What follows belongs to an exercise in optimizing a design on an open flow for small area; a production flow would make more cautious choices. Power figures rest on the tool's default switching activity, not on a simulated workload.

==> 10-12 <==
==> flow/design.v (excerpt) <==
module knightrider(
    input clk,
    input rst,
    input [1:0] mode,
    output [7:0] led
    );
==> module knightrider, before the edit <==
module knightrider(
    input clk,
    input rst,
    input [1:0] mode,
    output [7:0] led
    );
parameter [20:0] speed=21'd2_097_100;
parameter [14:0] delay1=15'd19_512;
parameter [14:0] delay2=15'd15_512;
localparam [20:0] KRT0 = 21'h1FFFFF - speed;
localparam [14:0] DEL0 = 15'h7FFF - delay1;
localparam [14:0] DEL2 = delay2 + DEL0;
reg [20:0] krt_cnt;
reg [14:0] del_cnt;
reg [2:0] pos;
reg direction;
reg [63:0] data;
reg [7:0] slow;
wire kr_tick = &krt_cnt;
wire del_tick = mode[1] ? (&del_cnt) : (del_cnt == DEL2);
wire kt = kr_tick & ~mode[0];
wire dt = del_tick & ~kr_tick & ~mode[0];
wire del_run = ~kr_tick & ~mode[0];
wire [7:0] phi;
pwm pwm_0 (.clk(clk), .rst(rst), .hi(phi));
always @(posedge clk)
    if (rst | kr_tick)
        krt_cnt <= KRT0;
    else
        krt_cnt <= krt_cnt + 21'd1;
always @(posedge clk)
    if (rst | dt)
        del_cnt <= DEL0;
    else if (del_run)
        del_cnt <= del_cnt + 15'd1;
always @(posedge clk)
    if (rst) begin
        pos <= 3'd0;
        direction <= 1'b1;
    end else if (kt) begin
        pos <= direction ? pos + 3'd1 : pos - 3'd1;
        direction <= direction ? (pos != 3'd6) : (pos == 3'd1);
    end
genvar i;
generate for (i = 0; i < 8; i = i + 1) begin : ch
    wire [7:0] d = data[8*i +: 8];
    wire nz = |d;
    wire dec = dt & (d[7] | (nz & (slow[i] | mode[1])));
    wire tog = dt & nz & ~d[7];
    always @(posedge clk) begin
        if (rst)
            data[8*i +: 8] <= 8'd0;
        else if (kt & (pos == i))
            data[8*i +: 8] <= 8'hFF;
        else if (dec)
            data[8*i +: 8] <= d - 8'd1;
        if (rst)
            slow[i] <= 1'b0;
        else if (tog)
            slow[i] <= ~slow[i];
    end
    assign led[i] = phi < d;
end endgenerate
endmodule
clock: 10.0 ns
lec_check: 0
cap_margin: 20
core_margin: 2
core_utilization: 40
slew_margin: 20
run.sh (not shown) runs the stock make flow with config.mk's settings and CLKGATE_MAP_FILE= SYNTH_SCRIPT=/design/flow/synth_recipe.tcl, a recipe that flattens the netlist after the stock synthesis.
==> inputs of 07-09, as changes to 10-12 <==
--- a/flow/design.v
+++ b/flow/design.v
@@ -24,5 +24,5 @@
 parameter [14:0] delay1=15'd19_512;
 parameter [14:0] delay2=15'd15_512;
-localparam [20:0] KRT0 = 21'h1FFFFF - speed;
+parameter [20:0] KRT0 = 21'h001100;
 localparam [14:0] DEL0 = 15'h7FFF - delay1;
 localparam [14:0] DEL2 = delay2 + DEL0;
@@ -33,9 +33,14 @@
 reg [63:0] data;
 reg [7:0] slow;
-wire kr_tick = &krt_cnt;
-wire del_tick = mode[1] ? (&del_cnt) : (del_cnt == DEL2);
+wire kr_tick = ~|krt_cnt[19:0];
+wire run = ~kr_tick & ~mode[0];
 wire kt = kr_tick & ~mode[0];
-wire dt = del_tick & ~kr_tick & ~mode[0];
-wire del_run = ~kr_tick & ~mode[0];
+wire [15:0] dc;
+assign dc[0] = run;
+genvar k;
+generate for (k = 0; k < 15; k = k + 1) begin : dch
+    assign dc[k+1] = dc[k] & del_cnt[k];
+end endgenerate
+wire dt = mode[1] ? dc[15] : (run & (del_cnt == DEL2));
 wire [7:0] phi;
 pwm pwm_0 (.clk(clk), .rst(rst), .hi(phi));
@@ -44,10 +49,10 @@
         krt_cnt <= KRT0;
     else
-        krt_cnt <= krt_cnt + 21'd1;
+        krt_cnt <= {krt_cnt[19:0], krt_cnt[20] ^ krt_cnt[18]};
 always @(posedge clk)
     if (rst | dt)
         del_cnt <= DEL0;
-    else if (del_run)
-        del_cnt <= del_cnt + 15'd1;
+    else
+        del_cnt <= del_cnt ^ dc[14:0];
 always @(posedge clk)
     if (rst) begin
@@ -61,20 +66,22 @@
 generate for (i = 0; i < 8; i = i + 1) begin : ch
     wire [7:0] d = data[8*i +: 8];
-    wire nz = |d;
+    wire [8:0] z;
+    assign z[0] = 1'b1;
+    for (k = 0; k < 8; k = k + 1) begin : zc
+        assign z[k+1] = z[k] & ~d[k];
+    end
+    wire nz = ~z[8];
     wire dec = dt & (d[7] | (nz & (slow[i] | mode[1])));
-    wire tog = dt & nz & ~d[7];
+    wire set = kt & (pos == i);
     always @(posedge clk) begin
-        if (rst)
-            data[8*i +: 8] <= 8'd0;
-        else if (kt & (pos == i))
-            data[8*i +: 8] <= 8'hFF;
-        else if (dec)
-            data[8*i +: 8] <= d - 8'd1;
-        if (rst)
-            slow[i] <= 1'b0;
-        else if (tog)
-            slow[i] <= ~slow[i];
+        data[8*i +: 8] <= {8{~rst}} & ({8{set}} | (d ^ ({8{dec}} & z[7:0])));
+        slow[i] <= ~rst & (slow[i] ^ (dt & nz & ~d[7]));
     end
-    assign led[i] = phi < d;
+    wire [8:0] c;
+    assign c[0] = 1'b0;
+    for (k = 0; k < 8; k = k + 1) begin : cmp
+        assign c[k+1] = (d[k] & ~phi[k]) | ((d[k] | ~phi[k]) & c[k]);
+    end
+    assign led[i] = c[8];
 end endgenerate
 endmodule
--- a/flow/config.mk
+++ b/flow/config.mk
@@ -8,4 +8,7 @@
 export CAP_MARGIN = 20
 export CORE_MARGIN = 2
-export CORE_UTILIZATION = 40
+export CORE_UTILIZATION = 60
+export CTS_BUF_LIST = sky130_fd_sc_hd__clkbuf_8
+export CTS_CLUSTER_DIAMETER = 200
+export CTS_CLUSTER_SIZE = 60
 export SLEW_MARGIN = 20
==> inputs of 05-25, as changes to 10-12 <==
--- a/flow/design.v
+++ b/flow/design.v
@@ -24,5 +24,5 @@
 parameter [14:0] delay1=15'd19_512;
 parameter [14:0] delay2=15'd15_512;
-localparam [20:0] KRT0 = 21'h1FFFFF - speed;
+parameter [20:0] KRT0 = 21'h001100;
 localparam [14:0] DEL0 = 15'h7FFF - delay1;
 localparam [14:0] DEL2 = delay2 + DEL0;
@@ -33,9 +33,14 @@
 reg [63:0] data;
 reg [7:0] slow;
-wire kr_tick = &krt_cnt;
-wire del_tick = mode[1] ? (&del_cnt) : (del_cnt == DEL2);
+wire kr_tick = ~|krt_cnt[19:0];
+wire run = ~kr_tick & ~mode[0];
 wire kt = kr_tick & ~mode[0];
-wire dt = del_tick & ~kr_tick & ~mode[0];
-wire del_run = ~kr_tick & ~mode[0];
+wire [15:0] dc;
+assign dc[0] = run;
+genvar k;
+generate for (k = 0; k < 15; k = k + 1) begin : dch
+    assign dc[k+1] = dc[k] & del_cnt[k];
+end endgenerate
+wire dt = mode[1] ? dc[15] : (run & (del_cnt == DEL2));
 wire [7:0] phi;
 pwm pwm_0 (.clk(clk), .rst(rst), .hi(phi));
@@ -44,10 +49,10 @@
         krt_cnt <= KRT0;
     else
-        krt_cnt <= krt_cnt + 21'd1;
+        krt_cnt <= {krt_cnt[19:0], krt_cnt[20] ^ krt_cnt[18]};
 always @(posedge clk)
     if (rst | dt)
         del_cnt <= DEL0;
-    else if (del_run)
-        del_cnt <= del_cnt + 15'd1;
+    else
+        del_cnt <= del_cnt ^ dc[14:0];
 always @(posedge clk)
     if (rst) begin
@@ -61,20 +66,22 @@
 generate for (i = 0; i < 8; i = i + 1) begin : ch
     wire [7:0] d = data[8*i +: 8];
-    wire nz = |d;
+    wire [8:0] z;
+    assign z[0] = 1'b1;
+    for (k = 0; k < 8; k = k + 1) begin : zc
+        assign z[k+1] = z[k] & ~d[k];
+    end
+    wire nz = ~z[8];
     wire dec = dt & (d[7] | (nz & (slow[i] | mode[1])));
-    wire tog = dt & nz & ~d[7];
+    wire set = kt & (pos == i);
     always @(posedge clk) begin
-        if (rst)
-            data[8*i +: 8] <= 8'd0;
-        else if (kt & (pos == i))
-            data[8*i +: 8] <= 8'hFF;
-        else if (dec)
-            data[8*i +: 8] <= d - 8'd1;
-        if (rst)
-            slow[i] <= 1'b0;
-        else if (tog)
-            slow[i] <= ~slow[i];
+        data[8*i +: 8] <= {8{~rst}} & ({8{set}} | (d ^ ({8{dec}} & z[7:0])));
+        slow[i] <= ~rst & (slow[i] ^ (dt & nz & ~d[7]));
     end
-    assign led[i] = phi < d;
+    wire [8:0] c;
+    assign c[0] = 1'b0;
+    for (k = 0; k < 8; k = k + 1) begin : cmp
+        assign c[k+1] = (d[k] & ~phi[k]) | ((d[k] | ~phi[k]) & c[k]);
+    end
+    assign led[i] = c[8];
 end endgenerate
 endmodule
--- a/flow/config.mk
+++ b/flow/config.mk
@@ -8,4 +8,6 @@
 export CAP_MARGIN = 20
 export CORE_MARGIN = 2
-export CORE_UTILIZATION = 40
+export CORE_UTILIZATION = 60
+export CTS_BUF_LIST = sky130_fd_sc_hd__clkbuf_4
+export CTS_CLUSTER_SIZE = 30
 export SLEW_MARGIN = 20
==> summary.txt <==
item                                                                  10-12             05-25             07-09
Result of the run                                            finished clean    finished clean    finished clean
Share of the synthesized area in the top cell type                    0.272             0.337             0.337
Register area share after synthesis                                   0.323             0.401             0.401
Crit path launch type                                             flip-flop     primary input     primary input
Die area                                                        21800 sq um       12000 sq um       12000 sq um
Final cell area excluding filler cells                           9110 sq um        7110 sq um        7260 sq um
Share of total power in combinational logic                           0.032             0.048             0.042
Worst setup startpoint                                pwm_0.hi[1]$_DFF_PP0_           mode[0]           mode[0]
Fraction of power consumed by sequential logic                        0.448             0.554             0.493
Power share of the clock group                                        0.520             0.398             0.465
Terminus of the critical flop-to-flop path          del_cnt[9]$_SDFFE_PP1P_  data[57]$_DFF_P_  data[57]$_DFF_P_
Internal portion of total power                                    0.881 mW          0.734 mW          0.837 mW
Power density over the cells                                    129 nW/um^2       134 nW/um^2       148 nW/um^2
No run of this note included a check of the RTL's function; only the layout flow was run.

## static timing again, ports no longer ideal
Ports are ideal in the flow. The routed layouts listed here were re-timed in OpenROAD.
Step 1 assumes that a clkbuf_16 drives the clock port and a buf_2 every other input.
Step 2, shift: input delay + t, output delay - t, t = (earliest + latest rising clock arrival at the registers) / 2. This alone moves slack from input paths to output paths.
Slacks: ideal ports / drivers / drivers and shift; pairs: ideal ports / drivers.
run	shift t [ns]	setup slack, ns	pins driven straight from the clock port
10-12	0.472	5.088 / 5.038 / 4.816	1
07-09	0.486	3.528 / 3.538 / 3.052	1
05-25	0.573	3.650 / 3.658 / 3.085	1
After both steps setup and hold are still met in every run listed. The setup slack of 05-25, which loses most, moves by +0.008 ns with the drivers and by -0.565 ns with both steps.
